From an optimization exercise on the open Yosys and OpenROAD flow, aimed at small area and a short achievable clock period; shortcuts taken in it are not production practice.
At most, simulation tests tie the RTL to the original design; equivalence was not proved.
No functional check of the RTL was part of run 2.
No activity file was given, so power comes from the tool's default toggle rates.

==> flow/design.v, too long to show whole: its modules and the start of the top module <==
// module three_stage_mult: 1348 lines
// module mult_pi: 4 lines
// module mult_pj: 4 lines
// module mult_gi: 3 lines
// module mult_gj: 3 lines
// module mult_gk: 4 lines
// module mult_xr: 3 lines
// module mult_xnr: 3 lines
// module mult_aoi22: 3 lines
// module mult_fa: 4 lines
// module mult_ha: 4 lines
module three_stage_mult(input [15:0] a, input [15:0] b, output [31:0] out, input clk);
  // ...
==> flow/flow/run.sh <==
#!/bin/bash
# Own layout flow: the standard synthesis and layout, except that
#  - after synthesis every combinational cell is set to its smallest drive strength
#    (flow/downsize.tcl); timing repair then sizes up the cells that need it,
#  - the port buffers are plain buffers (buffer_ports -buffer_cell) rather than the
#    delay buffers buffer_ports picks by default,
#  - clock tree synthesis adds no dummy loads,
#  - timing repair aims at a larger setup margin.
# Each step's full output goes to its own log in this folder.
set -euo pipefail
bash standard.sh synth > flow_synth.log 2>&1
DOWNSIZE_ODB=orfs/results/sky130hd/three_stage_mult/base/1_synth.odb \
  openroad -no_init -exit flow/downsize.tcl > flow_downsize.log 2>&1
bash standard.sh "BUFFER_PORTS_ARGS=-buffer_cell sky130_fd_sc_hd__buf_2" \
  "CTS_ARGS=-sink_clustering_enable -repair_clock_nets -sink_clustering_size 30 -sink_clustering_max_diameter 100 -buf_list sky130_fd_sc_hd__clkbuf_8 -dont_use_dummy_load" \
  SETUP_SLACK_MARGIN=5.4 finish > flow_layout.log 2>&1
==> flow/flow/downsize.tcl <==
# Replace every combinational cell of the synthesized netlist by the smallest cell of
# the same function (same name up to the drive-strength suffix), keeping flip-flops as
# they are. Timing repair later sizes up the cells on critical paths.
set odb_file $::env(DOWNSIZE_ODB)
read_db $odb_file
set db [ord::get_db]
set block [ord::get_db_block]
# smallest master per base name (area, then the larger drive on a tie)
array set best {}
foreach lib [$db getLibs] {
  foreach m [$lib getMasters] {
    set n [$m getName]
    if {![regexp {^(sky130_fd_sc_hd__[a-z0-9]+)_([0-9]+)$} $n -> base drv]} { continue }
    set a [expr {[$m getWidth] * [$m getHeight]}]
    if {![info exists best($base)]} { set best($base) [list $a $drv $m]; continue }
    lassign $best($base) ba bd bm
    if {$a < $ba || ($a == $ba && $drv > $bd)} { set best($base) [list $a $drv $m] }
  }
}
set n 0
foreach inst [$block getInsts] {
  set m [$inst getMaster]
  set name [$m getName]
  if {![regexp {^(sky130_fd_sc_hd__[a-z0-9]+)_([0-9]+)$} $name -> base drv]} { continue }
  if {[regexp {__(df|dl|sdf|edf|conb|clk|tap|fill|decap|diode)} $name]} { continue }
  set bm [lindex $best($base) 2]
  if {[$bm getName] ne $name && [expr {[$bm getWidth] * [$bm getHeight]}] < [expr {[$m getWidth] * [$m getHeight]}]} {
    if {[$inst swapMaster $bm]} { incr n }
  }
}
puts "downsized $n cells"
write_db $odb_file
==> flow/standard.sh <==
#!/bin/bash
# synth_recipe.tcl (not shown) runs the flow's synth.tcl, then flattens the netlist and writes it again
# the make line also repeats each setting of config.mk as NAME=value (left out here)
make -C /OpenROAD-flow-scripts/flow DESIGN_CONFIG=/design/flow/config.mk WORK_HOME=/design/flow/orfs CLKGATE_MAP_FILE= SYNTH_SCRIPT=/design/flow/synth_recipe.tcl "${@:-finish}"
==> flow/config.mk <==
export PLATFORM = sky130hd
export DESIGN_NAME = three_stage_mult
export DESIGN_NICKNAME = three_stage_mult
export VERILOG_FILES = /design/flow/design.v
export SDC_FILE = /design/flow/constraint.sdc
export NUM_CORES = 4
export LEC_CHECK = 0
export CAP_MARGIN = 20
export CORE_MARGIN = 2
export CORE_UTILIZATION = 40
export CTS_BUF_LIST = sky130_fd_sc_hd__clkbuf_8
export CTS_CLUSTER_DIAMETER = 100
export CTS_CLUSTER_SIZE = 30
export SETUP_SLACK_MARGIN = 5
export SLEW_MARGIN = 20
export SYNTH_HIERARCHICAL = 1
==> flow/constraint.sdc <==
create_clock -name core_clock -period 8.0 [get_ports {clk}]
set_input_delay 1.6000 -clock core_clock [delete_from_list [all_inputs] [get_ports {clk}]]
set_output_delay 1.6000 -clock core_clock [all_outputs]
set_load 0.01 [all_outputs]
==> out/qor.json, run 1 <==
{
  "clock_latency": {"value": 0.46, "unit": "ns"},
  "cts_setup_buffers": {"value": 1},
  "postLayoutCellArea": {"value": 0.00955, "unit": "mm²"},
  "clock_area_share": {"value": 2.45, "unit": "%"},
  "top_signal_layer_used": {"value": "met4"},
  "power.combinational.fraction": {"value": 47.4, "unit": "%"},
  "status": {"value": "no timing/DRC/antenna violations"},
  "synthesis.area": {"value": 0.00857, "unit": "mm²"},
  "final_max_slew_viol_count": {"value": 0},
  "drt-pass1-iter-count": {"value": 7},
  "number_of_cell_rows": {"value": 53},
  "post-layout-total-power": {"value": 0.00324, "unit": "W"},
  "grt_antenna_before_repair": {"value": 0},
  "initialDrtViolationCount": {"value": 552},
  "n_all_inverters": {"value": 18},
  "critical-path-slowest-cell": {"value": "dfxtp_1"},
  "numPlacedInstances": {"value": 1167},
  "area_occupied_by_multi_input_gates": {"value": 0.00533, "unit": "mm²"},
  "global_route.usage.met1": {"value": 26.2, "unit": "%"},
  "detailedPlace.worstSlack": {"value": 4.96, "unit": "ns"},
  "timing.hold.worst.class": {"value": "reg2reg"},
  "postSynthAreaPerCell": {"value": 10.2, "unit": "µm²"},
  "pwr-share-seq": {"value": 39.4, "unit": "%"},
  "timing.critical_path.max_delay_family": {"value": "flip-flops"},
  "regArea": {"value": 0.00324, "unit": "mm²"},
  "largestRegisters": {"value": "rp: 32 flops, rt: 17 flops, ra: 16 flops"},
  "detail_route.wl_per_cell": {"value": 17.9, "unit": "µm"}
}
==> inputs of run 2 (changes only) <==
--- a/flow/design.v
+++ b/flow/design.v
@@ -1,16 +1,13 @@
 module three_stage_mult(input [15:0] a, input [15:0] b, output [31:0] out, input clk);
   reg [15:0] ra;
   reg [17:1] rt;
   reg [7:0] rc1, rc2, rc3;
   reg [31:0] rp;
-  reg r2_f374;
-  reg r2_f315;
-  reg r2_f375;
   reg r2_f319;
   reg r2_f376;
   reg r2_f377;
   reg r2_f323;
   reg r2_f378;
   reg r2_f379;
   reg r2_f327;
   reg r2_f380;
@@ -28,164 +25,164 @@
   reg r2_f388;
   reg r2_f389;
   reg r2_f347;
   reg r2_f390;
   reg r2_f391;
   reg r2_f348;
   reg r2_f393;
   reg r2_f392;
-  reg r2_f352;
-  reg r2_f395;
-  reg r2_f394;
-  reg r2_h406;
-  reg r2_f407;
-  reg r2_f462;
-  reg r2_f416;
-  reg r2_f417;
-  reg r2_f418;
-  reg r2_f419;
-  reg r2_f420;
-  reg r2_f421;
   reg r2_f422;
+  reg r2_f423;
+  reg r2_f424;
+  reg r2_f443;
+  reg r2_f444;
   reg r2_f445;
-  reg r2_f446;
-  reg r2_f447;
-  reg r2_f448;
-  reg r2_f449;
-  reg r2_h624;
-  reg r2_h623;
-  reg r2_h626;
-  reg r2_h625;
-  reg r2_h630;
-  reg r2_h629;
-  reg r2_h628;
-  reg r2_h627;
+  reg r2_h634;
+  reg r2_h633;
+  reg r2_h632;
+  reg r2_h631;
+  reg r2_h636;
+  reg r2_h635;
+  reg r2_h662;
+  reg r2_h661;
   reg r2_h666;
   reg r2_h665;
-  reg r2_m696;
-  reg r2_m697;
+  reg r2_h664;
+  reg r2_h663;
+  reg r2_m678;
+  reg r2_m679;
+  reg r2_m702;
+  reg r2_m703;
+  reg r2_m698;
+  reg r2_m699;
+  reg r2_h628;
+  reg r2_h627;
   reg r2_h668;
   reg r2_h667;
   reg r2_h672;
   reg r2_h671;
+  reg r2_h629;
   reg r2_h669;
   reg r2_pp264;
   reg r2_pp1;
   reg r2_pp3;
   reg r2_h457;
   reg r2_f459;
-  reg r2_f461;
-  wire k465, k466;
-  wire x467;
-  wire k468, k469;
-  wire x470;
-  wire k471, k472;
-  wire x473;
-  wire k474, k475;
-  wire x476;
-  wire k477, k478;
-  wire x479;
-  wire k480, k481;
-  wire x482;
-  wire k483, k484;
-  wire x485;
-  wire k486, k487;
-  wire x488;
-  wire k489, k490;
-  wire x491;
-  wire k492, k493;
-  wire x494;
-  wire k495, k496;
-  wire x497;
-  wire k498, k499;
-  wire x500;
-  wire k501, k502;
-  wire x503;
-  wire k504, k505;
-  wire x506;
-  wire k507, k508;
-  wire x509;
-  wire m510;
+  reg r2_q786;
+  reg r2_q787;
+  reg r2_q788;
+  reg r2_q789;
+  wire k461, k462;
+  wire x463;
+  wire k464, k465;
+  wire x466;
+  wire k467, k468;
+  wire x469;
+  wire k470, k471;
+  wire x472;
+  wire k473, k474;
+  wire x475;
+  wire k476, k477;
+  wire x478;
+  wire k479, k480;
+  wire x481;
+  wire k482, k483;
+  wire x484;
+  wire k485, k486;
+  wire x487;
+  wire k488, k489;
+  wire x490;
+  wire k491, k492;
+  wire x493;
+  wire k494, k495;
+  wire x496;
+  wire k497, k498;
+  wire x499;
+  wire k500, k501;
+  wire x502;
+  wire k503, k504;
+  wire x505;
+  wire m506;
+  wire m507, m508;
+  wire m509, m510;
   wire m511, m512;
   wire m513, m514;
   wire m515, m516;
   wire m517, m518;
   wire m519, m520;
   wire m521, m522;
   wire m523, m524;
   wire m525, m526;
   wire m527, m528;
   wire m529, m530;
   wire m531, m532;
-  wire m533, m534;
-  wire m535, m536;
-  wire g537;
-  wire p538;
-  wire g539;
-  wire p540;
-  wire iv541;
-  wire m542;
-  wire m543;
+  wire g533;
+  wire p534;
+  wire g535;
+  wire p536;
+  wire iv537;
+  wire m538;
+  wire m539;
+  wire m540, m541;
+  wire m542, m543;
   wire m544, m545;
   wire m546, m547;
   wire m548, m549;
   wire m550, m551;
   wire m552, m553;
   wire m554, m555;
   wire m556, m557;
   wire m558, m559;
   wire m560, m561;
   wire m562, m563;
   wire m564, m565;
-  wire m566, m567;
-  wire m568, m569;
+  wire m566;
+  wire iv567;
+  wire m568;
+  wire m569;
   wire m570;
-  wire iv571;
-  wire m572;
-  wire m573;
-  wire m574;
+  wire m571, m572;
+  wire m573, m574;
   wire m575, m576;
   wire m577, m578;
   wire m579, m580;
   wire m581, m582;
   wire m583, m584;
   wire m585, m586;
   wire m587, m588;
-  wire m589, m590;
-  wire m591, m592;
-  wire m593;
+  wire m589;
+  wire m590;
+  wire iv591;
+  wire m592;
+  wire iv593;
   wire m594;
-  wire iv595;
+  wire m595;
   wire m596;
-  wire iv597;
+  wire m597;
   wire m598;
-  wire m599;
-  wire m600;
+  wire m599, m600;
   wire m601;
-  wire m602;
-  wire m603, m604;
-  wire m605;
+  wire q602;
+  wire q603;
+  wire q604;
+  wire q605;
   wire q606;
   wire q607;
   wire q608;
   wire q609;
   wire q610;
   wire q611;
   wire q612;
   wire q613;
   wire q614;
   wire q615;
   wire q616;
   wire q617;
   wire q618;
-  wire q619;
-  wire q620;
-  wire q621;
-  wire q622;
   wire pp1;
   wire ao2;
   wire pp3;
   wire ao4;
   wire pp5;
   wire ao6;
   wire pp7;
   wire ao8;
@@ -538,18 +535,18 @@
   wire f445, f446;
   wire f447, f448;
   wire f449, f450;
   wire f451, f452;
   wire f453, f454;
   wire h455, h456;
   wire h457, h458;
   wire f459, f460;
-  wire f461, f462;
-  wire f463, f464;
+  wire h619, h620;
+  wire h621, h622;
   wire h623, h624;
   wire h625, h626;
   wire h627, h628;
   wire h629, h630;
   wire h631, h632;
   wire h633, h634;
   wire h635, h636;
   wire h637, h638;
@@ -578,84 +575,91 @@
   wire m682, m683;
   wire m684, m685;
   wire m686, m687;
   wire m688, m689;
   wire m690, m691;
   wire m692, m693;
   wire m694, m695;
   wire m696, m697;
-  wire m700, m701;
+  wire m698, m699;
   wire m702, m703;
   wire m704, m705;
   wire m706, m707;
   wire m708, m709;
   wire m710, m711;
   wire m712, m713;
-  wire m714, m715;
-  wire m716, m717;
   wire m718, m719;
-  wire iv720;
-  wire iv721;
+  wire m720, m721;
   wire m722, m723;
-  wire iv724;
-  wire iv725;
-  wire m726, m727;
+  wire m724, m725;
+  wire iv726;
+  wire iv727;
   wire m728, m729;
   wire iv730;
   wire iv731;
   wire m732, m733;
   wire m734, m735;
-  wire m736, m737;
-  wire m738, m739;
-  wire m740, m741;
-  wire iv744;
-  wire iv745;
+  wire iv736;
+  wire iv737;
+  wire iv740;
+  wire iv741;
+  wire m742, m743;
+  wire m744, m745;
   wire m746, m747;
   wire m748, m749;
   wire m750, m751;
   wire m752, m753;
-  wire m754, m755;
-  wire iv756;
-  wire iv757;
+  wire iv754;
+  wire iv755;
+  wire m756, m757;
   wire m758, m759;
   wire m760, m761;
   wire m762, m763;
   wire m764, m765;
   wire iv766;
   wire iv767;
   wire m768, m769;
   wire m770, m771;
   wire m772, m773;
-  wire q774;
-  wire q775;
-  wire q776;
-  wire q777;
-  wire q778;
-  wire q779;
-  wire q780;
-  wire q781;
-  wire q782;
-  wire q783;
-  wire q784;
-  wire q785;
+  wire m774, m775;
+  wire iv776;
+  wire iv777;
+  wire m778, m779;
+  wire m780, m781;
+  wire m782, m783;
+  wire m784, m785;
   wire q786;
   wire q787;
   wire q788;
   wire q789;
   wire q790;
   wire q791;
   wire q792;
   wire q793;
   wire q794;
   wire q795;
   wire q796;
   wire q797;
   wire q798;
   wire q799;
+  wire q800;
+  wire q801;
+  wire q802;
+  wire q803;
+  wire q804;
+  wire q805;
+  wire q806;
+  wire q807;
+  wire q808;
+  wire q809;
+  wire q810;
+  wire q811;
+  wire q812;
+  wire q813;
   always @(posedge clk) begin
     ra <= a;
     rc1[0] <= ~b[1] & b[0];
     rc2[0] <= b[1] & ~b[0];
     rc3[0] <= ~(b[1] & b[0]);
     rc1[1] <= ~b[3] & b[2];
     rc2[1] <= b[3] & ~b[2];
     rc3[1] <= ~(b[3] & b[2]);
@@ -672,36 +676,33 @@
     rc2[5] <= b[11] & ~b[10];
     rc3[5] <= ~(b[11] & b[10]);
     rc1[6] <= ~b[13] & b[12];
     rc2[6] <= b[13] & ~b[12];
     rc3[6] <= ~(b[13] & b[12]);
     rc1[7] <= ~b[15] & b[14];
     rc2[7] <= b[15] & ~b[14];
     rc3[7] <= ~(b[15] & b[14]);
-    rt[1] <= q606;
-    rt[2] <= q607;
-    rt[3] <= q608;
-    rt[4] <= q609;
-    rt[5] <= q610;
-    rt[6] <= q611;
-    rt[7] <= q612;
-    rt[8] <= q613;
-    rt[9] <= q614;
-    rt[10] <= q615;
-    rt[11] <= q616;
-    rt[12] <= q617;
-    rt[13] <= q618;
-    rt[14] <= q619;
-    rt[15] <= q620;
-    rt[16] <= q621;
-    rt[17] <= q622;
-    r2_f374 <= f374;
-    r2_f315 <= f315;
-    r2_f375 <= f375;
+    rt[1] <= q602;
+    rt[2] <= q603;
+    rt[3] <= q604;
+    rt[4] <= q605;
+    rt[5] <= q606;
+    rt[6] <= q607;
+    rt[7] <= q608;
+    rt[8] <= q609;
+    rt[9] <= q610;
+    rt[10] <= q611;
+    rt[11] <= q612;
+    rt[12] <= q613;
+    rt[13] <= q614;
+    rt[14] <= q615;
+    rt[15] <= q616;
+    rt[16] <= q617;
+    rt[17] <= q618;
     r2_f319 <= f319;
     r2_f376 <= f376;
     r2_f377 <= f377;
     r2_f323 <= f323;
     r2_f378 <= f378;
     r2_f379 <= f379;
     r2_f327 <= f327;
     r2_f380 <= f380;
@@ -719,166 +720,166 @@
     r2_f388 <= f388;
     r2_f389 <= f389;
     r2_f347 <= f347;
     r2_f390 <= f390;
     r2_f391 <= f391;
     r2_f348 <= f348;
     r2_f393 <= f393;
     r2_f392 <= f392;
-    r2_f352 <= f352;
-    r2_f395 <= f395;
-    r2_f394 <= f394;
-    r2_h406 <= h406;
-    r2_f407 <= f407;
-    r2_f462 <= f462;
-    r2_f416 <= f416;
-    r2_f417 <= f417;
-    r2_f418 <= f418;
-    r2_f419 <= f419;
-    r2_f420 <= f420;
-    r2_f421 <= f421;
     r2_f422 <= f422;
+    r2_f423 <= f423;
+    r2_f424 <= f424;
+    r2_f443 <= f443;
+    r2_f444 <= f444;
     r2_f445 <= f445;
-    r2_f446 <= f446;
-    r2_f447 <= f447;
-    r2_f448 <= f448;
-    r2_f449 <= f449;
-    r2_h624 <= h624;
-    r2_h623 <= h623;
-    r2_h626 <= h626;
-    r2_h625 <= h625;
-    r2_h630 <= h630;
-    r2_h629 <= h629;
-    r2_h628 <= h628;
-    r2_h627 <= h627;
+    r2_h634 <= h634;
+    r2_h633 <= h633;
+    r2_h632 <= h632;
+    r2_h631 <= h631;
+    r2_h636 <= h636;
+    r2_h635 <= h635;
+    r2_h662 <= h662;
+    r2_h661 <= h661;
     r2_h666 <= h666;
     r2_h665 <= h665;
-    r2_m696 <= m696;
-    r2_m697 <= m697;
+    r2_h664 <= h664;
+    r2_h663 <= h663;
+    r2_m678 <= m678;
+    r2_m679 <= m679;
+    r2_m702 <= m702;
+    r2_m703 <= m703;
+    r2_m698 <= m698;
+    r2_m699 <= m699;
+    r2_h628 <= h628;
+    r2_h627 <= h627;
     r2_h668 <= h668;
     r2_h667 <= h667;
     r2_h672 <= h672;
     r2_h671 <= h671;
+    r2_h629 <= h629;
     r2_h669 <= h669;
     r2_pp264 <= pp264;
     r2_pp1 <= pp1;
     r2_pp3 <= pp3;
     r2_h457 <= h457;
     r2_f459 <= f459;
-    r2_f461 <= f461;
-    rp <= {q799, q798, q797, q796, q795, q794, q793, q792, q791, q790, q789, q788, q787, q786, q785, q784, q783, q782, q781, q780, q779, q778, q777, q776, q775, q774, f463, r2_f461, r2_f459, r2_h457, r2_pp3, r2_pp1};
+    r2_q786 <= q786;
+    r2_q787 <= q787;
+    r2_q788 <= q788;
+    r2_q789 <= q789;
+    rp <= {q813, q812, q811, q810, q809, q808, q807, q806, q805, q804, q803, q802, q801, q800, q799, q798, q797, q796, q795, q794, q793, q792, q791, q790, r2_q789, r2_q788, r2_q787, r2_q786, r2_f459, r2_h457, r2_pp3, r2_pp1};
   end
-  mult_gk u_k465 (.x(a[1]), .y(a[0]), .gn(k465), .kn(k466));
-  assign x467 = a[1] ^ a[0];
-  mult_gk u_k468 (.x(a[2]), .y(a[1]), .gn(k468), .kn(k469));
-  assign x470 = a[2] ^ a[1];
-  mult_gk u_k471 (.x(a[3]), .y(a[2]), .gn(k471), .kn(k472));
-  assign x473 = a[3] ^ a[2];
-  mult_gk u_k474 (.x(a[4]), .y(a[3]), .gn(k474), .kn(k475));
-  assign x476 = a[4] ^ a[3];
-  mult_gk u_k477 (.x(a[5]), .y(a[4]), .gn(k477), .kn(k478));
-  assign x479 = a[5] ^ a[4];
-  mult_gk u_k480 (.x(a[6]), .y(a[5]), .gn(k480), .kn(k481));
-  assign x482 = a[6] ^ a[5];
-  mult_gk u_k483 (.x(a[7]), .y(a[6]), .gn(k483), .kn(k484));
-  assign x485 = a[7] ^ a[6];
-  mult_gk u_k486 (.x(a[8]), .y(a[7]), .gn(k486), .kn(k487));
-  assign x488 = a[8] ^ a[7];
-  mult_gk u_k489 (.x(a[9]), .y(a[8]), .gn(k489), .kn(k490));
-  assign x491 = a[9] ^ a[8];
-  mult_gk u_k492 (.x(a[10]), .y(a[9]), .gn(k492), .kn(k493));
-  assign x494 = a[10] ^ a[9];
-  mult_gk u_k495 (.x(a[11]), .y(a[10]), .gn(k495), .kn(k496));
-  assign x497 = a[11] ^ a[10];
-  mult_gk u_k498 (.x(a[12]), .y(a[11]), .gn(k498), .kn(k499));
-  assign x500 = a[12] ^ a[11];
-  mult_gk u_k501 (.x(a[13]), .y(a[12]), .gn(k501), .kn(k502));
-  assign x503 = a[13] ^ a[12];
-  mult_gk u_k504 (.x(a[14]), .y(a[13]), .gn(k504), .kn(k505));
-  assign x506 = a[14] ^ a[13];
-  mult_gk u_k507 (.x(a[15]), .y(a[14]), .gn(k507), .kn(k508));
-  assign x509 = a[15] ^ a[14];
-  mult_gj u_m510 (.gi(k468), .pi(k469), .gj(k465), .g(m510));
-  mult_pj u_m511 (.gi(k471), .pi(k472), .gj(k468), .pj(k469), .g(m511), .p(m512));
-  mult_pj u_m513 (.gi(k474), .pi(k475), .gj(k471), .pj(k472), .g(m513), .p(m514));
-  mult_pj u_m515 (.gi(k477), .pi(k478), .gj(k474), .pj(k475), .g(m515), .p(m516));
-  mult_pj u_m517 (.gi(k480), .pi(k481), .gj(k477), .pj(k478), .g(m517), .p(m518));
-  mult_pj u_m519 (.gi(k483), .pi(k484), .gj(k480), .pj(k481), .g(m519), .p(m520));
-  mult_pj u_m521 (.gi(k486), .pi(k487), .gj(k483), .pj(k484), .g(m521), .p(m522));
-  mult_pj u_m523 (.gi(k489), .pi(k490), .gj(k486), .pj(k487), .g(m523), .p(m524));
-  mult_pj u_m525 (.gi(k492), .pi(k493), .gj(k489), .pj(k490), .g(m525), .p(m526));
-  mult_pj u_m527 (.gi(k495), .pi(k496), .gj(k492), .pj(k493), .g(m527), .p(m528));
-  mult_pj u_m529 (.gi(k498), .pi(k499), .gj(k495), .pj(k496), .g(m529), .p(m530));
-  mult_pj u_m531 (.gi(k501), .pi(k502), .gj(k498), .pj(k499), .g(m531), .p(m532));
-  mult_pj u_m533 (.gi(k504), .pi(k505), .gj(k501), .pj(k502), .g(m533), .p(m534));
-  mult_pj u_m535 (.gi(k507), .pi(k508), .gj(k504), .pj(k505), .g(m535), .p(m536));
-  assign g537 = 1'b0 | (a[15] & ~k507);
-  assign p538 = a[15] & ~k508;
-  assign g539 = 1'b0 | (1'b0 & 1'b0);
-  assign p540 = 1'b0 & a[15];
-  assign iv541 = ~k465;
-  mult_gi u_m542 (.gi(m511), .pi(m512), .gj(iv541), .g(m542));
-  mult_gi u_m543 (.gi(m513), .pi(m514), .gj(m510), .g(m543));
+  mult_gk u_k461 (.x(a[1]), .y(a[0]), .gn(k461), .kn(k462));
+  assign x463 = a[1] ^ a[0];
+  mult_gk u_k464 (.x(a[2]), .y(a[1]), .gn(k464), .kn(k465));
+  assign x466 = a[2] ^ a[1];
+  mult_gk u_k467 (.x(a[3]), .y(a[2]), .gn(k467), .kn(k468));
+  assign x469 = a[3] ^ a[2];
+  mult_gk u_k470 (.x(a[4]), .y(a[3]), .gn(k470), .kn(k471));
+  assign x472 = a[4] ^ a[3];
+  mult_gk u_k473 (.x(a[5]), .y(a[4]), .gn(k473), .kn(k474));
+  assign x475 = a[5] ^ a[4];
+  mult_gk u_k476 (.x(a[6]), .y(a[5]), .gn(k476), .kn(k477));
+  assign x478 = a[6] ^ a[5];
+  mult_gk u_k479 (.x(a[7]), .y(a[6]), .gn(k479), .kn(k480));
+  assign x481 = a[7] ^ a[6];
+  mult_gk u_k482 (.x(a[8]), .y(a[7]), .gn(k482), .kn(k483));
+  assign x484 = a[8] ^ a[7];
+  mult_gk u_k485 (.x(a[9]), .y(a[8]), .gn(k485), .kn(k486));
+  assign x487 = a[9] ^ a[8];
+  mult_gk u_k488 (.x(a[10]), .y(a[9]), .gn(k488), .kn(k489));
+  assign x490 = a[10] ^ a[9];
+  mult_gk u_k491 (.x(a[11]), .y(a[10]), .gn(k491), .kn(k492));
+  assign x493 = a[11] ^ a[10];
+  mult_gk u_k494 (.x(a[12]), .y(a[11]), .gn(k494), .kn(k495));
+  assign x496 = a[12] ^ a[11];
+  mult_gk u_k497 (.x(a[13]), .y(a[12]), .gn(k497), .kn(k498));
+  assign x499 = a[13] ^ a[12];
+  mult_gk u_k500 (.x(a[14]), .y(a[13]), .gn(k500), .kn(k501));
+  assign x502 = a[14] ^ a[13];
+  mult_gk u_k503 (.x(a[15]), .y(a[14]), .gn(k503), .kn(k504));
+  assign x505 = a[15] ^ a[14];
+  mult_gj u_m506 (.gi(k464), .pi(k465), .gj(k461), .g(m506));
+  mult_pj u_m507 (.gi(k467), .pi(k468), .gj(k464), .pj(k465), .g(m507), .p(m508));
+  mult_pj u_m509 (.gi(k470), .pi(k471), .gj(k467), .pj(k468), .g(m509), .p(m510));
+  mult_pj u_m511 (.gi(k473), .pi(k474), .gj(k470), .pj(k471), .g(m511), .p(m512));
+  mult_pj u_m513 (.gi(k476), .pi(k477), .gj(k473), .pj(k474), .g(m513), .p(m514));
+  mult_pj u_m515 (.gi(k479), .pi(k480), .gj(k476), .pj(k477), .g(m515), .p(m516));
+  mult_pj u_m517 (.gi(k482), .pi(k483), .gj(k479), .pj(k480), .g(m517), .p(m518));
+  mult_pj u_m519 (.gi(k485), .pi(k486), .gj(k482), .pj(k483), .g(m519), .p(m520));
+  mult_pj u_m521 (.gi(k488), .pi(k489), .gj(k485), .pj(k486), .g(m521), .p(m522));
+  mult_pj u_m523 (.gi(k491), .pi(k492), .gj(k488), .pj(k489), .g(m523), .p(m524));
+  mult_pj u_m525 (.gi(k494), .pi(k495), .gj(k491), .pj(k492), .g(m525), .p(m526));
+  mult_pj u_m527 (.gi(k497), .pi(k498), .gj(k494), .pj(k495), .g(m527), .p(m528));
+  mult_pj u_m529 (.gi(k500), .pi(k501), .gj(k497), .pj(k498), .g(m529), .p(m530));
+  mult_pj u_m531 (.gi(k503), .pi(k504), .gj(k500), .pj(k501), .g(m531), .p(m532));
+  assign g533 = 1'b0 | (a[15] & ~k503);
+  assign p534 = a[15] & ~k504;
+  assign g535 = 1'b0 | (1'b0 & 1'b0);
+  assign p536 = 1'b0 & a[15];
+  assign iv537 = ~k461;
+  mult_gi u_m538 (.gi(m507), .pi(m508), .gj(iv537), .g(m538));
+  mult_gi u_m539 (.gi(m509), .pi(m510), .gj(m506), .g(m539));
+  mult_pi u_m540 (.gi(m511), .pi(m512), .gj(m507), .pj(m508), .g(m540), .p(m541));
+  mult_pi u_m542 (.gi(m513), .pi(m514), .gj(m509), .pj(m510), .g(m542), .p(m543));
   mult_pi u_m544 (.gi(m515), .pi(m516), .gj(m511), .pj(m512), .g(m544), .p(m545));
   mult_pi u_m546 (.gi(m517), .pi(m518), .gj(m513), .pj(m514), .g(m546), .p(m547));
   mult_pi u_m548 (.gi(m519), .pi(m520), .gj(m515), .pj(m516), .g(m548), .p(m549));
   mult_pi u_m550 (.gi(m521), .pi(m522), .gj(m517), .pj(m518), .g(m550), .p(m551));
   mult_pi u_m552 (.gi(m523), .pi(m524), .gj(m519), .pj(m520), .g(m552), .p(m553));
   mult_pi u_m554 (.gi(m525), .pi(m526), .gj(m521), .pj(m522), .g(m554), .p(m555));
   mult_pi u_m556 (.gi(m527), .pi(m528), .gj(m523), .pj(m524), .g(m556), .p(m557));
   mult_pi u_m558 (.gi(m529), .pi(m530), .gj(m525), .pj(m526), .g(m558), .p(m559));
   mult_pi u_m560 (.gi(m531), .pi(m532), .gj(m527), .pj(m528), .g(m560), .p(m561));
-  mult_pi u_m562 (.gi(m533), .pi(m534), .gj(m529), .pj(m530), .g(m562), .p(m563));
-  mult_pi u_m564 (.gi(m535), .pi(m536), .gj(m531), .pj(m532), .g(m564), .p(m565));
-  mult_pi u_m566 (.gi(g537), .pi(p538), .gj(m533), .pj(m534), .g(m566), .p(m567));
-  mult_pi u_m568 (.gi(g539), .pi(p540), .gj(m535), .pj(m536), .g(m568), .p(m569));
-  mult_gj u_m570 (.gi(m544), .pi(m545), .gj(k465), .g(m570));
-  assign iv571 = ~m510;
-  mult_gj u_m572 (.gi(m546), .pi(m547), .gj(iv571), .g(m572));
-  mult_gj u_m573 (.gi(m548), .pi(m549), .gj(m542), .g(m573));
-  mult_gj u_m574 (.gi(m550), .pi(m551), .gj(m543), .g(m574));
+  mult_pi u_m562 (.gi(g533), .pi(p534), .gj(m529), .pj(m530), .g(m562), .p(m563));
+  mult_pi u_m564 (.gi(g535), .pi(p536), .gj(m531), .pj(m532), .g(m564), .p(m565));
+  mult_gj u_m566 (.gi(m540), .pi(m541), .gj(k461), .g(m566));
+  assign iv567 = ~m506;
+  mult_gj u_m568 (.gi(m542), .pi(m543), .gj(iv567), .g(m568));
+  mult_gj u_m569 (.gi(m544), .pi(m545), .gj(m538), .g(m569));
+  mult_gj u_m570 (.gi(m546), .pi(m547), .gj(m539), .g(m570));
+  mult_pj u_m571 (.gi(m548), .pi(m549), .gj(m540), .pj(m541), .g(m571), .p(m572));
+  mult_pj u_m573 (.gi(m550), .pi(m551), .gj(m542), .pj(m543), .g(m573), .p(m574));
   mult_pj u_m575 (.gi(m552), .pi(m553), .gj(m544), .pj(m545), .g(m575), .p(m576));
   mult_pj u_m577 (.gi(m554), .pi(m555), .gj(m546), .pj(m547), .g(m577), .p(m578));
   mult_pj u_m579 (.gi(m556), .pi(m557), .gj(m548), .pj(m549), .g(m579), .p(m580));
   mult_pj u_m581 (.gi(m558), .pi(m559), .gj(m550), .pj(m551), .g(m581), .p(m582));
   mult_pj u_m583 (.gi(m560), .pi(m561), .gj(m552), .pj(m553), .g(m583), .p(m584));
   mult_pj u_m585 (.gi(m562), .pi(m563), .gj(m554), .pj(m555), .g(m585), .p(m586));
   mult_pj u_m587 (.gi(m564), .pi(m565), .gj(m556), .pj(m557), .g(m587), .p(m588));
-  mult_pj u_m589 (.gi(m566), .pi(m567), .gj(m558), .pj(m559), .g(m589), .p(m590));
-  mult_pj u_m591 (.gi(m568), .pi(m569), .gj(m560), .pj(m561), .g(m591), .p(m592));
-  mult_gi u_m593 (.gi(m575), .pi(m576), .gj(iv541), .g(m593));
-  mult_gi u_m594 (.gi(m577), .pi(m578), .gj(m510), .g(m594));
-  assign iv595 = ~m542;
-  mult_gi u_m596 (.gi(m579), .pi(m580), .gj(iv595), .g(m596));
-  assign iv597 = ~m543;
-  mult_gi u_m598 (.gi(m581), .pi(m582), .gj(iv597), .g(m598));
-  mult_gi u_m599 (.gi(m583), .pi(m584), .gj(m570), .g(m599));
-  mult_gi u_m600 (.gi(m585), .pi(m586), .gj(m572), .g(m600));
-  mult_gi u_m601 (.gi(m587), .pi(m588), .gj(m573), .g(m601));
-  mult_gi u_m602 (.gi(m589), .pi(m590), .gj(m574), .g(m602));
-  mult_pi u_m603 (.gi(m591), .pi(m592), .gj(m575), .pj(m576), .g(m603), .p(m604));
-  mult_gj u_m605 (.gi(m603), .pi(m604), .gj(k465), .g(m605));
-  assign q606 = ~x467;
-  mult_xr u_q607 (.p(x470), .c(k465), .s(q607));
-  mult_xnr u_q608 (.p(x473), .c(m510), .s(q608));
-  mult_xr u_q609 (.p(x476), .c(m542), .s(q609));
-  mult_xr u_q610 (.p(x479), .c(m543), .s(q610));
-  mult_xnr u_q611 (.p(x482), .c(m570), .s(q611));
-  mult_xnr u_q612 (.p(x485), .c(m572), .s(q612));
-  mult_xnr u_q613 (.p(x488), .c(m573), .s(q613));
-  mult_xnr u_q614 (.p(x491), .c(m574), .s(q614));
-  mult_xr u_q615 (.p(x494), .c(m593), .s(q615));
-  mult_xr u_q616 (.p(x497), .c(m594), .s(q616));
-  mult_xr u_q617 (.p(x500), .c(m596), .s(q617));
-  mult_xr u_q618 (.p(x503), .c(m598), .s(q618));
-  mult_xr u_q619 (.p(x506), .c(m599), .s(q619));
-  mult_xr u_q620 (.p(x509), .c(m600), .s(q620));
-  mult_xr u_q621 (.p(a[15]), .c(m601), .s(q621));
-  assign q622 = m602;
+  mult_gi u_m589 (.gi(m571), .pi(m572), .gj(iv537), .g(m589));
+  mult_gi u_m590 (.gi(m573), .pi(m574), .gj(m506), .g(m590));
+  assign iv591 = ~m538;
+  mult_gi u_m592 (.gi(m575), .pi(m576), .gj(iv591), .g(m592));
+  assign iv593 = ~m539;
+  mult_gi u_m594 (.gi(m577), .pi(m578), .gj(iv593), .g(m594));
+  mult_gi u_m595 (.gi(m579), .pi(m580), .gj(m566), .g(m595));
+  mult_gi u_m596 (.gi(m581), .pi(m582), .gj(m568), .g(m596));
+  mult_gi u_m597 (.gi(m583), .pi(m584), .gj(m569), .g(m597));
+  mult_gi u_m598 (.gi(m585), .pi(m586), .gj(m570), .g(m598));
+  mult_pi u_m599 (.gi(m587), .pi(m588), .gj(m571), .pj(m572), .g(m599), .p(m600));
+  mult_gj u_m601 (.gi(m599), .pi(m600), .gj(k461), .g(m601));
+  assign q602 = ~x463;
+  mult_xr u_q603 (.p(x466), .c(k461), .s(q603));
+  mult_xnr u_q604 (.p(x469), .c(m506), .s(q604));
+  mult_xr u_q605 (.p(x472), .c(m538), .s(q605));
+  mult_xr u_q606 (.p(x475), .c(m539), .s(q606));
+  mult_xnr u_q607 (.p(x478), .c(m566), .s(q607));
+  mult_xnr u_q608 (.p(x481), .c(m568), .s(q608));
+  mult_xnr u_q609 (.p(x484), .c(m569), .s(q609));
+  mult_xnr u_q610 (.p(x487), .c(m570), .s(q610));
+  mult_xr u_q611 (.p(x490), .c(m589), .s(q611));
+  mult_xr u_q612 (.p(x493), .c(m590), .s(q612));
+  mult_xr u_q613 (.p(x496), .c(m592), .s(q613));
+  mult_xr u_q614 (.p(x499), .c(m594), .s(q614));
+  mult_xr u_q615 (.p(x502), .c(m595), .s(q615));
+  mult_xr u_q616 (.p(x505), .c(m596), .s(q616));
+  mult_xr u_q617 (.p(a[15]), .c(m597), .s(q617));
+  assign q618 = m598;
   assign pp1 = (rc1[0] | ~rc3[0]) & ra[0];
   mult_aoi22 u_ao2 (.a1(rc1[0]), .a2(ra[1]), .b1(rc2[0]), .b2(ra[0]), .y(ao2));
   assign pp3 = ~((rc3[0] | rt[1]) & ao2);
   mult_aoi22 u_ao4 (.a1(rc1[0]), .a2(ra[2]), .b1(rc2[0]), .b2(ra[1]), .y(ao4));
   assign pp5 = ~((rc3[0] | rt[2]) & ao4);
   mult_aoi22 u_ao6 (.a1(rc1[0]), .a2(ra[3]), .b1(rc2[0]), .b2(ra[2]), .y(ao6));
   assign pp7 = ~((rc3[0] | rt[3]) & ao6);
   mult_aoi22 u_ao8 (.a1(rc1[0]), .a2(ra[4]), .b1(rc2[0]), .b2(ra[3]), .y(ao8));
@@ -1212,143 +1213,150 @@
   mult_fa u_f407 (.x(pp11), .y(pp40), .z(pp69), .s(f407), .c(f408));
   mult_fa u_f409 (.x(pp71), .y(pp100), .z(h361), .s(f409), .c(f410));
   mult_fa u_f411 (.x(pp102), .y(h362), .z(f363), .s(f411), .c(f412));
   mult_fa u_f413 (.x(h297), .y(f364), .z(f365), .s(f413), .c(f414));
   mult_fa u_f415 (.x(f366), .y(f299), .z(f367), .s(f415), .c(f416));
   mult_fa u_f417 (.x(f301), .y(f368), .z(f369), .s(f417), .c(f418));
   mult_fa u_f419 (.x(f307), .y(f370), .z(f371), .s(f419), .c(f420));
   mult_fa u_f421 (.x(f311), .y(f372), .z(f373), .s(f421), .c(f422));
-  mult_fa u_f423 (.x(r2_f374), .y(r2_f315), .z(r2_f375), .s(f423), .c(f424));
+  mult_fa u_f423 (.x(f374), .y(f315), .z(f375), .s(f423), .c(f424));
   mult_fa u_f425 (.x(r2_f319), .y(r2_f376), .z(r2_f377), .s(f425), .c(f426));
   mult_fa u_f427 (.x(r2_f323), .y(r2_f378), .z(r2_f379), .s(f427), .c(f428));
   mult_fa u_f429 (.x(r2_f327), .y(r2_f380), .z(r2_f381), .s(f429), .c(f430));
   mult_fa u_f431 (.x(r2_f331), .y(r2_f382), .z(r2_f383), .s(f431), .c(f432));
   mult_fa u_f433 (.x(r2_f335), .y(r2_f384), .z(r2_f385), .s(f433), .c(f434));
   mult_fa u_f435 (.x(r2_f339), .y(r2_f386), .z(r2_f387), .s(f435), .c(f436));
   mult_fa u_f437 (.x(r2_f343), .y(r2_f388), .z(r2_f389), .s(f437), .c(f438));
   mult_fa u_f439 (.x(r2_f347), .y(r2_f390), .z(r2_f391), .s(f439), .c(f440));
   mult_fa u_f441 (.x(r2_f348), .y(r2_f393), .z(r2_f392), .s(f441), .c(f442));
-  mult_fa u_f443 (.x(r2_f352), .y(r2_f395), .z(r2_f394), .s(f443), .c(f444));
+  mult_fa u_f443 (.x(f352), .y(f395), .z(f394), .s(f443), .c(f444));
   mult_fa u_f445 (.x(f357), .y(f396), .z(f397), .s(f445), .c(f446));
   mult_fa u_f447 (.x(f358), .y(f399), .z(f398), .s(f447), .c(f448));
   mult_fa u_f449 (.x(h360), .y(f401), .z(f400), .s(f449), .c(f450));
   mult_fa u_f451 (.x(pp258), .y(h403), .z(f402), .s(f451), .c(f452));
   mult_fa u_f453 (.x(pp230), .y(pp260), .z(h404), .s(f453), .c(f454));
   mult_ha u_h455 (.x(pp231), .y(pp262), .s(h455), .c(h456));
   mult_ha u_h457 (.x(pp5), .y(pp34), .s(h457), .c(h458));
   mult_fa u_f459 (.x(pp7), .y(pp36), .z(h458), .s(f459), .c(f460));
-  mult_fa u_f461 (.x(pp67), .y(h405), .z(f460), .s(f461), .c(f462));
-  mult_fa u_f463 (.x(r2_h406), .y(r2_f407), .z(r2_f462), .s(f463), .c(f464));
+  mult_ha u_h619 (.x(h405), .y(pp67), .s(h619), .c(h620));
+  mult_ha u_h621 (.x(h406), .y(f407), .s(h621), .c(h622));
   mult_ha u_h623 (.x(f408), .y(f409), .s(h623), .c(h624));
   mult_ha u_h625 (.x(f410), .y(f411), .s(h625), .c(h626));
   mult_ha u_h627 (.x(f412), .y(f413), .s(h627), .c(h628));
   mult_ha u_h629 (.x(f414), .y(f415), .s(h629), .c(h630));
-  mult_ha u_h631 (.x(r2_f416), .y(r2_f417), .s(h631), .c(h632));
-  mult_ha u_h633 (.x(r2_f418), .y(r2_f419), .s(h633), .c(h634));
-  mult_ha u_h635 (.x(r2_f420), .y(r2_f421), .s(h635), .c(h636));
-  mult_ha u_h637 (.x(r2_f422), .y(f423), .s(h637), .c(h638));
-  mult_ha u_h639 (.x(f424), .y(f425), .s(h639), .c(h640));
+  mult_ha u_h631 (.x(f416), .y(f417), .s(h631), .c(h632));
+  mult_ha u_h633 (.x(f418), .y(f419), .s(h633), .c(h634));
+  mult_ha u_h635 (.x(f420), .y(f421), .s(h635), .c(h636));
+  mult_ha u_h637 (.x(r2_f422), .y(r2_f423), .s(h637), .c(h638));
+  mult_ha u_h639 (.x(r2_f424), .y(f425), .s(h639), .c(h640));
   mult_ha u_h641 (.x(f426), .y(f427), .s(h641), .c(h642));
   mult_ha u_h643 (.x(f428), .y(f429), .s(h643), .c(h644));
   mult_ha u_h645 (.x(f430), .y(f431), .s(h645), .c(h646));
   mult_ha u_h647 (.x(f432), .y(f433), .s(h647), .c(h648));
   mult_ha u_h649 (.x(f434), .y(f435), .s(h649), .c(h650));
   mult_ha u_h651 (.x(f436), .y(f437), .s(h651), .c(h652));
   mult_ha u_h653 (.x(f438), .y(f439), .s(h653), .c(h654));
   mult_ha u_h655 (.x(f440), .y(f441), .s(h655), .c(h656));
-  mult_ha u_h657 (.x(f442), .y(f443), .s(h657), .c(h658));
-  mult_ha u_h659 (.x(f444), .y(r2_f445), .s(h659), .c(h660));
-  mult_ha u_h661 (.x(r2_f446), .y(r2_f447), .s(h661), .c(h662));
-  mult_ha u_h663 (.x(r2_f448), .y(r2_f449), .s(h663), .c(h664));
+  mult_ha u_h657 (.x(f442), .y(r2_f443), .s(h657), .c(h658));
+  mult_ha u_h659 (.x(r2_f444), .y(r2_f445), .s(h659), .c(h660));
+  mult_ha u_h661 (.x(f446), .y(f447), .s(h661), .c(h662));
+  mult_ha u_h663 (.x(f448), .y(f449), .s(h663), .c(h664));
   mult_ha u_h665 (.x(f450), .y(f451), .s(h665), .c(h666));
   mult_ha u_h667 (.x(f452), .y(f453), .s(h667), .c(h668));
   mult_ha u_h669 (.x(f454), .y(h455), .s(h669), .c(h670));
   mult_ha u_h671 (.x(h456), .y(pp263), .s(h671), .c(h672));
-  assign g673 = r2_h624 | (r2_h623 & f464);
-  mult_pi u_m674 (.gi(r2_h626), .pi(r2_h625), .gj(g673), .pj(r2_h623), .g(m674), .p(m675));
-  mult_pi u_m676 (.gi(r2_h630), .pi(r2_h629), .gj(r2_h628), .pj(r2_h627), .g(m676), .p(m677));
-  mult_pi u_m678 (.gi(h634), .pi(h633), .gj(h632), .pj(h631), .g(m678), .p(m679));
-  mult_pi u_m680 (.gi(h638), .pi(h637), .gj(h636), .pj(h635), .g(m680), .p(m681));
-  mult_pi u_m682 (.gi(h642), .pi(h641), .gj(h640), .pj(h639), .g(m682), .p(m683));
-  mult_pi u_m684 (.gi(h646), .pi(h645), .gj(h644), .pj(h643), .g(m684), .p(m685));
-  mult_pi u_m686 (.gi(h650), .pi(h649), .gj(h648), .pj(h647), .g(m686), .p(m687));
-  mult_pi u_m688 (.gi(h654), .pi(h653), .gj(h652), .pj(h651), .g(m688), .p(m689));
-  mult_pi u_m690 (.gi(h658), .pi(h657), .gj(h656), .pj(h655), .g(m690), .p(m691));
-  mult_pi u_m692 (.gi(h662), .pi(h661), .gj(h660), .pj(h659), .g(m692), .p(m693));
-  mult_pi u_m694 (.gi(r2_h666), .pi(r2_h665), .gj(h664), .pj(h663), .g(m694), .p(m695));
-  mult_pi u_m696 (.gi(h670), .pi(h669), .gj(h668), .pj(h667), .g(m696), .p(m697));
-  mult_pj u_m700 (.gi(m676), .pi(m677), .gj(m674), .pj(m675), .g(m700), .p(m701));
-  mult_pj u_m702 (.gi(m680), .pi(m681), .gj(m678), .pj(m679), .g(m702), .p(m703));
-  mult_pj u_m704 (.gi(m684), .pi(m685), .gj(m682), .pj(m683), .g(m704), .p(m705));
-  mult_pj u_m706 (.gi(m688), .pi(m689), .gj(m686), .pj(m687), .g(m706), .p(m707));
-  mult_pj u_m708 (.gi(m692), .pi(m693), .gj(m690), .pj(m691), .g(m708), .p(m709));
-  mult_pj u_m710 (.gi(r2_m696), .pi(r2_m697), .gj(m694), .pj(m695), .g(m710), .p(m711));
-  mult_pi u_m712 (.gi(m702), .pi(m703), .gj(m700), .pj(m701), .g(m712), .p(m713));
-  mult_pi u_m714 (.gi(m706), .pi(m707), .gj(m704), .pj(m705), .g(m714), .p(m715));
-  mult_pi u_m716 (.gi(m710), .pi(m711), .gj(m708), .pj(m709), .g(m716), .p(m717));
-  mult_pj u_m718 (.gi(m714), .pi(m715), .gj(m712), .pj(m713), .g(m718), .p(m719));
-  assign iv720 = ~m718;
-  assign iv721 = ~m719;
-  mult_pj u_m722 (.gi(m716), .pi(m717), .gj(iv720), .pj(iv721), .g(m722), .p(m723));
-  assign iv724 = ~m712;
-  assign iv725 = ~m713;
-  mult_pi u_m726 (.gi(m704), .pi(m705), .gj(iv724), .pj(iv725), .g(m726), .p(m727));
-  mult_pi u_m728 (.gi(m708), .pi(m709), .gj(m718), .pj(m719), .g(m728), .p(m729));
-  assign iv730 = ~m700;
-  assign iv731 = ~m701;
-  mult_pj u_m732 (.gi(m678), .pi(m679), .gj(iv730), .pj(iv731), .g(m732), .p(m733));
-  mult_pj u_m734 (.gi(m682), .pi(m683), .gj(m712), .pj(m713), .g(m734), .p(m735));
-  mult_pj u_m736 (.gi(m686), .pi(m687), .gj(m726), .pj(m727), .g(m736), .p(m737));
-  mult_pj u_m738 (.gi(m690), .pi(m691), .gj(iv720), .pj(iv721), .g(m738), .p(m739));
-  mult_pj u_m740 (.gi(m694), .pi(m695), .gj(m728), .pj(m729), .g(m740), .p(m741));
-  assign iv744 = ~m674;
-  assign iv745 = ~m675;
-  mult_pi u_m746 (.gi(r2_h628), .pi(r2_h627), .gj(iv744), .pj(iv745), .g(m746), .p(m747));
-  mult_pi u_m748 (.gi(h632), .pi(h631), .gj(m700), .pj(m701), .g(m748), .p(m749));
-  mult_pi u_m750 (.gi(h636), .pi(h635), .gj(m732), .pj(m733), .g(m750), .p(m751));
-  mult_pi u_m752 (.gi(h640), .pi(h639), .gj(iv724), .pj(iv725), .g(m752), .p(m753));
-  mult_pi u_m754 (.gi(h644), .pi(h643), .gj(m734), .pj(m735), .g(m754), .p(m755));
-  assign iv756 = ~m726;
-  assign iv757 = ~m727;
-  mult_pi u_m758 (.gi(h648), .pi(h647), .gj(iv756), .pj(iv757), .g(m758), .p(m759));
-  mult_pi u_m760 (.gi(h652), .pi(h651), .gj(m736), .pj(m737), .g(m760), .p(m761));
-  mult_pi u_m762 (.gi(h656), .pi(h655), .gj(m718), .pj(m719), .g(m762), .p(m763));
-  mult_pi u_m764 (.gi(h660), .pi(h659), .gj(m738), .pj(m739), .g(m764), .p(m765));
-  assign iv766 = ~m728;
-  assign iv767 = ~m729;
-  mult_pi u_m768 (.gi(h664), .pi(h663), .gj(iv766), .pj(iv767), .g(m768), .p(m769));
-  mult_pi u_m770 (.gi(r2_h668), .pi(r2_h667), .gj(m740), .pj(m741), .g(m770), .p(m771));
-  mult_pi u_m772 (.gi(r2_h672), .pi(r2_h671), .gj(m722), .pj(m723), .g(m772), .p(m773));
-  mult_xr u_q774 (.p(r2_h623), .c(f464), .s(q774));
-  mult_xr u_q775 (.p(r2_h625), .c(g673), .s(q775));
-  mult_xnr u_q776 (.p(r2_h627), .c(m674), .s(q776));
-  mult_xnr u_q777 (.p(r2_h629), .c(m746), .s(q777));
-  mult_xr u_q778 (.p(h631), .c(m700), .s(q778));
-  mult_xnr u_q779 (.p(h633), .c(m748), .s(q779));
-  mult_xr u_q780 (.p(h635), .c(m732), .s(q780));
-  mult_xnr u_q781 (.p(h637), .c(m750), .s(q781));
-  mult_xnr u_q782 (.p(h639), .c(m712), .s(q782));
-  mult_xnr u_q783 (.p(h641), .c(m752), .s(q783));
-  mult_xr u_q784 (.p(h643), .c(m734), .s(q784));
-  mult_xnr u_q785 (.p(h645), .c(m754), .s(q785));
-  mult_xnr u_q786 (.p(h647), .c(m726), .s(q786));
-  mult_xnr u_q787 (.p(h649), .c(m758), .s(q787));
-  mult_xr u_q788 (.p(h651), .c(m736), .s(q788));
-  mult_xnr u_q789 (.p(h653), .c(m760), .s(q789));
-  mult_xr u_q790 (.p(h655), .c(m718), .s(q790));
-  mult_xnr u_q791 (.p(h657), .c(m762), .s(q791));
-  mult_xr u_q792 (.p(h659), .c(m738), .s(q792));
-  mult_xnr u_q793 (.p(h661), .c(m764), .s(q793));
-  mult_xnr u_q794 (.p(h663), .c(m728), .s(q794));
-  mult_xnr u_q795 (.p(r2_h665), .c(m768), .s(q795));
-  mult_xr u_q796 (.p(r2_h667), .c(m740), .s(q796));
-  mult_xnr u_q797 (.p(r2_h669), .c(m770), .s(q797));
-  mult_xr u_q798 (.p(r2_h671), .c(m722), .s(q798));
-  mult_xnr u_q799 (.p(r2_pp264), .c(m772), .s(q799));
+  assign g673 = h620 | (h619 & f460);
+  mult_pi u_m674 (.gi(h622), .pi(h621), .gj(g673), .pj(h619), .g(m674), .p(m675));
+  mult_pi u_m676 (.gi(h626), .pi(h625), .gj(h624), .pj(h623), .g(m676), .p(m677));
+  mult_pi u_m678 (.gi(h630), .pi(h629), .gj(h628), .pj(h627), .g(m678), .p(m679));
+  mult_pi u_m680 (.gi(r2_h634), .pi(r2_h633), .gj(r2_h632), .pj(r2_h631), .g(m680), .p(m681));
+  mult_pi u_m682 (.gi(h638), .pi(h637), .gj(r2_h636), .pj(r2_h635), .g(m682), .p(m683));
+  mult_pi u_m684 (.gi(h642), .pi(h641), .gj(h640), .pj(h639), .g(m684), .p(m685));
+  mult_pi u_m686 (.gi(h646), .pi(h645), .gj(h644), .pj(h643), .g(m686), .p(m687));
+  mult_pi u_m688 (.gi(h650), .pi(h649), .gj(h648), .pj(h647), .g(m688), .p(m689));
+  mult_pi u_m690 (.gi(h654), .pi(h653), .gj(h652), .pj(h651), .g(m690), .p(m691));
+  mult_pi u_m692 (.gi(h658), .pi(h657), .gj(h656), .pj(h655), .g(m692), .p(m693));
+  mult_pi u_m694 (.gi(r2_h662), .pi(r2_h661), .gj(h660), .pj(h659), .g(m694), .p(m695));
+  mult_pi u_m696 (.gi(r2_h666), .pi(r2_h665), .gj(r2_h664), .pj(r2_h663), .g(m696), .p(m697));
+  mult_pi u_m698 (.gi(h670), .pi(h669), .gj(h668), .pj(h667), .g(m698), .p(m699));
+  mult_pj u_m702 (.gi(m676), .pi(m677), .gj(m674), .pj(m675), .g(m702), .p(m703));
+  mult_pj u_m704 (.gi(m680), .pi(m681), .gj(r2_m678), .pj(r2_m679), .g(m704), .p(m705));
+  mult_pj u_m706 (.gi(m684), .pi(m685), .gj(m682), .pj(m683), .g(m706), .p(m707));
+  mult_pj u_m708 (.gi(m688), .pi(m689), .gj(m686), .pj(m687), .g(m708), .p(m709));
+  mult_pj u_m710 (.gi(m692), .pi(m693), .gj(m690), .pj(m691), .g(m710), .p(m711));
+  mult_pj u_m712 (.gi(m696), .pi(m697), .gj(m694), .pj(m695), .g(m712), .p(m713));
+  mult_pi u_m718 (.gi(m704), .pi(m705), .gj(r2_m702), .pj(r2_m703), .g(m718), .p(m719));
+  mult_pi u_m720 (.gi(m708), .pi(m709), .gj(m706), .pj(m707), .g(m720), .p(m721));
+  mult_pi u_m722 (.gi(m712), .pi(m713), .gj(m710), .pj(m711), .g(m722), .p(m723));
+  mult_pj u_m724 (.gi(m720), .pi(m721), .gj(m718), .pj(m719), .g(m724), .p(m725));
+  assign iv726 = ~m724;
+  assign iv727 = ~m725;
+  mult_pj u_m728 (.gi(m722), .pi(m723), .gj(iv726), .pj(iv727), .g(m728), .p(m729));
+  assign iv730 = ~m718;
+  assign iv731 = ~m719;
+  mult_pi u_m732 (.gi(m706), .pi(m707), .gj(iv730), .pj(iv731), .g(m732), .p(m733));
+  mult_pi u_m734 (.gi(m710), .pi(m711), .gj(m724), .pj(m725), .g(m734), .p(m735));
+  assign iv736 = ~m728;
+  assign iv737 = ~m729;
+  assign iv740 = ~r2_m702;
+  assign iv741 = ~r2_m703;
+  mult_pj u_m742 (.gi(r2_m678), .pi(r2_m679), .gj(iv740), .pj(iv741), .g(m742), .p(m743));
+  mult_pj u_m744 (.gi(m682), .pi(m683), .gj(m718), .pj(m719), .g(m744), .p(m745));
+  mult_pj u_m746 (.gi(m686), .pi(m687), .gj(m732), .pj(m733), .g(m746), .p(m747));
+  mult_pj u_m748 (.gi(m690), .pi(m691), .gj(iv726), .pj(iv727), .g(m748), .p(m749));
+  mult_pj u_m750 (.gi(m694), .pi(m695), .gj(m734), .pj(m735), .g(m750), .p(m751));
+  mult_pj u_m752 (.gi(r2_m698), .pi(r2_m699), .gj(iv736), .pj(iv737), .g(m752), .p(m753));
+  assign iv754 = ~m674;
+  assign iv755 = ~m675;
+  mult_pi u_m756 (.gi(h624), .pi(h623), .gj(iv754), .pj(iv755), .g(m756), .p(m757));
+  mult_pi u_m758 (.gi(r2_h628), .pi(r2_h627), .gj(r2_m702), .pj(r2_m703), .g(m758), .p(m759));
+  mult_pi u_m760 (.gi(r2_h632), .pi(r2_h631), .gj(m742), .pj(m743), .g(m760), .p(m761));
+  mult_pi u_m762 (.gi(r2_h636), .pi(r2_h635), .gj(iv730), .pj(iv731), .g(m762), .p(m763));
+  mult_pi u_m764 (.gi(h640), .pi(h639), .gj(m744), .pj(m745), .g(m764), .p(m765));
+  assign iv766 = ~m732;
+  assign iv767 = ~m733;
+  mult_pi u_m768 (.gi(h644), .pi(h643), .gj(iv766), .pj(iv767), .g(m768), .p(m769));
+  mult_pi u_m770 (.gi(h648), .pi(h647), .gj(m746), .pj(m747), .g(m770), .p(m771));
+  mult_pi u_m772 (.gi(h652), .pi(h651), .gj(m724), .pj(m725), .g(m772), .p(m773));
+  mult_pi u_m774 (.gi(h656), .pi(h655), .gj(m748), .pj(m749), .g(m774), .p(m775));
+  assign iv776 = ~m734;
+  assign iv777 = ~m735;
+  mult_pi u_m778 (.gi(h660), .pi(h659), .gj(iv776), .pj(iv777), .g(m778), .p(m779));
+  mult_pi u_m780 (.gi(r2_h664), .pi(r2_h663), .gj(m750), .pj(m751), .g(m780), .p(m781));
+  mult_pi u_m782 (.gi(r2_h668), .pi(r2_h667), .gj(m728), .pj(m729), .g(m782), .p(m783));
+  mult_pi u_m784 (.gi(r2_h672), .pi(r2_h671), .gj(m752), .pj(m753), .g(m784), .p(m785));
+  mult_xr u_q786 (.p(h619), .c(f460), .s(q786));
+  mult_xr u_q787 (.p(h621), .c(g673), .s(q787));
+  mult_xnr u_q788 (.p(h623), .c(m674), .s(q788));
+  mult_xnr u_q789 (.p(h625), .c(m756), .s(q789));
+  mult_xr u_q790 (.p(r2_h627), .c(r2_m702), .s(q790));
+  mult_xnr u_q791 (.p(r2_h629), .c(m758), .s(q791));
+  mult_xr u_q792 (.p(r2_h631), .c(m742), .s(q792));
+  mult_xnr u_q793 (.p(r2_h633), .c(m760), .s(q793));
+  mult_xnr u_q794 (.p(r2_h635), .c(m718), .s(q794));
+  mult_xnr u_q795 (.p(h637), .c(m762), .s(q795));
+  mult_xr u_q796 (.p(h639), .c(m744), .s(q796));
+  mult_xnr u_q797 (.p(h641), .c(m764), .s(q797));
+  mult_xnr u_q798 (.p(h643), .c(m732), .s(q798));
+  mult_xnr u_q799 (.p(h645), .c(m768), .s(q799));
+  mult_xr u_q800 (.p(h647), .c(m746), .s(q800));
+  mult_xnr u_q801 (.p(h649), .c(m770), .s(q801));
+  mult_xr u_q802 (.p(h651), .c(m724), .s(q802));
+  mult_xnr u_q803 (.p(h653), .c(m772), .s(q803));
+  mult_xr u_q804 (.p(h655), .c(m748), .s(q804));
+  mult_xnr u_q805 (.p(h657), .c(m774), .s(q805));
+  mult_xnr u_q806 (.p(h659), .c(m734), .s(q806));
+  mult_xnr u_q807 (.p(r2_h661), .c(m778), .s(q807));
+  mult_xr u_q808 (.p(r2_h663), .c(m750), .s(q808));
+  mult_xnr u_q809 (.p(r2_h665), .c(m780), .s(q809));
+  mult_xr u_q810 (.p(r2_h667), .c(m728), .s(q810));
+  mult_xnr u_q811 (.p(r2_h669), .c(m782), .s(q811));
+  mult_xr u_q812 (.p(r2_h671), .c(m752), .s(q812));
+  mult_xnr u_q813 (.p(r2_pp264), .c(m784), .s(q813));
   assign out = rp;
 endmodule
 module mult_pi(input gi, input pi, input gj, input pj, output g, output p);
   assign g = ~(gi | (pi & gj));
   assign p = ~(pi & pj);
 endmodule
 module mult_pj(input gi, input pi, input gj, input pj, output g, output p);
   assign g = ~(gi & (pi | gj));
==> out/qor.json, run 2 <==
{
  "status": {"value": "no timing/DRC/antenna violations", "change": "unchanged"},
  "criticalPathCategory": {"value": "reg2reg", "change": "was reg2out"},
  "clock_path_buffers": {"value": 2, "change": "unchanged"},
  "cts_tree": {"value": "built", "change": "unchanged"},
  "core_area": {"value": 0.0210, "unit": "mm²", "change": "about the same"},
  "power_report.internal_total": {"value": 0.00209, "unit": "W", "change": "was 0.00197 W"},
  "nets": {"value": 1125, "change": "was 1071"},
  "top_library_cells_by_usage_in_the_layout_fill_and_taps_aside": {"value": "117 x a22oi_1, 109 x o21ai_1, 105 x dfxtp_1", "change": "was 128 x dfxtp_1, 120 x a22oi_1, 92 x o21ai_1"},
  "place.port_buffers": {"value": 64, "change": "unchanged"},
  "synthesis.area": {"value": 0.00852, "unit": "mm²", "change": "was 0.00857 mm²"},
  "finalHoldViolCount": {"value": 0, "change": "unchanged"},
  "grt_first_pass_wirelength": {"value": 37300, "unit": "µm", "change": "was 34900 µm"},
  "grt_start_max_net_pins": {"value": 19, "change": "unchanged"},
  "groute.usage.overall": {"value": 21.7, "unit": "%", "change": "was 19.9%"},
  "numCtsBuffers": {"value": 17, "change": "unchanged"},
  "hold-path-cell-count": {"value": 0, "change": "unchanged"},
  "vdd.ir_drop.worst": {"value": 0.000164, "unit": "V", "change": "was 0.000166 V"},
  "r2r_setup_slack": {"value": 5.37, "unit": "ns", "change": "was 5.51 ns"},
  "post_route_cells_drive_above_1_share": {"value": 22.9, "unit": "%", "change": "was 14.2%"},
  "drt-total-wl": {"value": 24100, "unit": "µm", "change": "was 21300 µm"},
  "route.detailed.vias_per_inst": {"value": 5.71, "change": "was 5.66"},
  "detail_route.drc_violations": {"value": 0, "change": "unchanged"},
  "detail_route.wl_per_cell": {"value": 19.4, "unit": "µm", "change": "was 17.9 µm"},
  "io_pins": {"value": 65, "change": "unchanged"},
  "initialDrtViolationCount": {"value": 831, "change": "was 552"},
  "globalRoute.totalOverflow": {"value": 0, "change": "unchanged"},
  "die-area": {"value": 0.0225, "unit": "mm²", "change": "was 0.0226 mm²"},
  "htree_levels": {"value": 4, "change": "unchanged"},
  "relSlewSlack": {"value": 55.0, "unit": "%", "change": "was 52.0%"},
  "drt-pass1-iter-count": {"value": 7, "change": "unchanged"},
  "setup.worst_path.start_class": {"value": "register", "change": "unchanged"},
  "timing.hold.worst.class": {"value": "reg2reg", "change": "unchanged"},
  "clock_sinks": {"value": 156, "change": "was 160"},
  "critPathRequiredTime": {"value": 8.32, "unit": "ns", "change": "was 6.40 ns"},
  "timing.rr.end": {"value": "r2_h635", "change": "was r2_f383"},
  "post-layout-total-power": {"value": 0.00349, "unit": "W", "change": "was 0.00324 W"},
  "cp_data_arrival_time": {"value": 2.95, "unit": "ns", "change": "was 0.90 ns"},
  "largest_register_ff_count": {"value": 32, "change": "unchanged"},
  "postSynthAreaPerCell": {"value": 10.1, "unit": "µm²", "change": "was 10.2 µm²"},
  "clock-root-buffer": {"value": "clkbuf_8", "change": "unchanged"},
  "clockPowerShare": {"value": 12.2, "unit": "%", "change": "was 13.2%"},
  "die_width": {"value": 150, "unit": "µm", "change": "about the same"},
  "grt_antenna_before_repair": {"value": 0, "change": "unchanged"},
  "num_vias": {"value": 7081, "change": "was 6708"},
  "timing.critical_path.fanout_max": {"value": 8, "change": "was 1"},
  "timing.reg2reg.worst_path_depth": {"value": 5, "change": "unchanged"},
  "tns": {"value": 0, "unit": "ns", "change": "unchanged"},
  "switchingPower": {"value": 0.00140, "unit": "W", "change": "was 0.00127 W"},
  "regArea": {"value": 0.00327, "unit": "mm²", "change": "was 0.00324 mm²"},
  "grt_setup_unrepaired": {"value": "yes", "change": "was no"},
  "cap_viol_max_count": {"value": 0, "change": "unchanged"},
  "place.gp.congestion": {"value": 0.905, "change": "was 0.912"},
  "power.combinational.fraction": {"value": 52.0, "unit": "%", "change": "was 47.4%"},
  "finalSetupViolations": {"value": 0, "change": "unchanged"},
  "most_frequent_standard_cell_in_the_layout_excluding_fill_and_tap_cells": {"value": "a22oi_1", "change": "was dfxtp_1"},
  "clock_latency": {"value": 0.47, "unit": "ns", "change": "was 0.46 ns"},
  "largest_register": {"value": "rp", "change": "unchanged"},
  "pwr-share-seq": {"value": 35.9, "unit": "%", "change": "was 39.4%"},
  "clock_slew_seen_by_the_registers_of_the_worst_setup_and_hold_paths": {"value": 0.07, "unit": "ns", "change": "was 0.09 ns"},
  "period_minus_slack": {"value": 2.63, "unit": "ns", "change": "was 2.50 ns"},
  "synth_nets": {"value": 999, "change": "was 996"},
  "timing.critical_path.to_type": {"value": "register", "change": "was primary output"},
  "final.fill_count": {"value": 2027, "change": "was 1992"},
  "hold_path.startpoint": {"value": "r2_q789", "change": "was r2_f459"},
  "skew_final": {"value": 0.0451, "unit": "ns", "change": "was 0.0333 ns"},
  "synth.yosys.warnings": {"value": 7, "change": "unchanged"},
  "effective_utilization_at_floorplan": {"value": 40.6, "unit": "%", "change": "was 40.8%"},
  "die_outline_height": {"value": 150, "unit": "µm", "change": "about the same"},
  "timing.critical_path.from": {"value": "rt[9]", "change": "was rp[27]"},
  "max_freq": {"value": 380, "unit": "MHz", "change": "was 401 MHz"},
  "area_occupied_by_multi_input_gates": {"value": 0.00548, "unit": "mm²", "change": "was 0.00533 mm²"},
  "min_to": {"value": "rp[7]", "change": "was rp[3]"},
  "p_per_area": {"value": 343, "unit": "mW/mm²", "change": "was 339 mW/mm²"},
  "dpl.hpwl": {"value": 16800, "unit": "µm", "change": "was 15300 µm"},
  "swShare": {"value": 40.1, "unit": "%", "change": "was 39.2%"},
  "holdBufCountCts": {"value": 0, "change": "unchanged"},
  "postRouteAntennaNets": {"value": 0, "change": "unchanged"},
  "largestRegisters": {"value": "rp: 32 flops, rt: 17 flops, ra: 16 flops", "change": "unchanged"},
  "final_max_slew_viol_count": {"value": 0, "change": "unchanged"},
  "number_of_cell_rows": {"value": 53, "change": "unchanged"},
  "crit-reg2reg-launch": {"value": "rt[9]", "change": "was ra[12]"},
  "antenna-diode-count": {"value": 0, "change": "unchanged"},
  "tightest_slew": {"value": 0.674, "unit": "ns", "change": "was 0.719 ns"},
  "power.leakage": {"value": 4.16, "unit": "nW", "change": "was 3.91 nW"},
  "finalCritPeriodShare": {"value": 32.9, "unit": "%", "change": "was 31.2%"},
  "post_synth_inst_count": {"value": 841, "change": "was 838"},
  "area_growth": {"value": 19.4, "unit": "%", "change": "was 11.5%"},
  "via_count_of_the_first_global_routing_pass": {"value": 6859, "change": "was 6660"}
}
==> run 2: what timing repair did <==
action | 4_1_cts | 5_1_grt
resized for setup | 73 | 64
setup endpoints to repair | 47 | 32
buffers inserted | 34 | 19
cloned | 0 | 0
pin swaps | 7 | 34
==> run 2: stage by stage <==
stage	worst slack, ns	cell area (µm²)	instances	util, %	hold slack [ns]
2_1_floorplan	5.40	8530	841	-	0.310
3_3_place_gp	4.96	9150	1170	43.7	0.311
3_5_place_dp	4.96	9150	1170	43.7	0.312
4_1_cts	5.32	9800	1221	46.8	0.324
5_1_grt	5.34	10200	1240	48.5	0.331
6_report	5.37	10200	1240	48.5	0.318
==> run 2: worst max-delay path, stage by stage (launching register included) <==
cell and delay [ns]:
dfxtp_1 0.58, o21ai_1 0.14, fa_1 0.52, fa_1 0.48, fa_1 0.49, ha_1 0.29
==> run 2: power by group through the flow <==
stage / Sequential [W] / Clock, W / Combinational, W
global placement: 0.00127 / 0 / 0.00146
CTS: 0.00124 / 0.000444 / 0.00159
finish: 0.00125 / 0.000425 / 0.00181
floorplan: 0.00124 / 0 / 0.00101
global route: 0.00127 / 0.000477 / 0.00203
detailed placement: 0.00127 / 0 / 0.00148
==> run 2: worst max-delay path by stage <==
stage / endpoint / slack, ns / cells past startpoint
floorplan: r2_h633 / 5.40 / 6
global route: r2_h631 / 5.34 / 6
CTS: rp[31] / 5.32 / 12
global placement: rt[16] / 4.96 / 7
detailed placement: rt[15] / 4.96 / 7
finish: r2_h635 / 5.37 / 5
==> run 2: cell type report <==
cell class / instances / area share, %
flip-flops and latches: 156 / 32.2
clock buffers: 17 / 2.30
repair buffers: 117 / 7.54
well taps: 275 / 3.38
inverters: 19 / 0.701
multi-input cells: 656 / 53.9
==> run 2: metal layers <==
| metal | global-route usage [%] | wire, µm |
|---|---|---|
| met5 | 0 | 0 |
| met4 | 9.95 | 1050 |
| met3 | 4.73 | 2230 |
| met2 | 33.9 | 10900 |
| met1 | 28.9 | 9930 |

separate check: timing with driven ports:
In the flow no input, the clock included, has a driving cell. The finished layouts below were timed again as built, in two steps. Step 1: set_driving_cell puts a clkbuf_16 on clk and a buf_2 on each other input, an assumption about the parent block. Step 2 moves the port delays by t, midway between the first and last clock arrival at a register: inputs arrive t later, outputs are due t later. That takes back most of the time a late clock gives input paths. Slacks: ideal / step 1 / step 2; pairs: ideal / step 1.
run	shift t [ns]	setup slack, ns	worst hold slack (ns)
run 1	0.485	5.504 / 5.463 / 5.128	0.323 / 0.323 / 0.323
run 2	0.485	5.372 / 5.372 / 5.076	0.318 / 0.318 / 0.318
After both steps setup and hold are still met in every run listed. For run 1, which loses most, drivers alone change the setup slack by -0.041 ns; drivers and shift together by -0.376 ns.
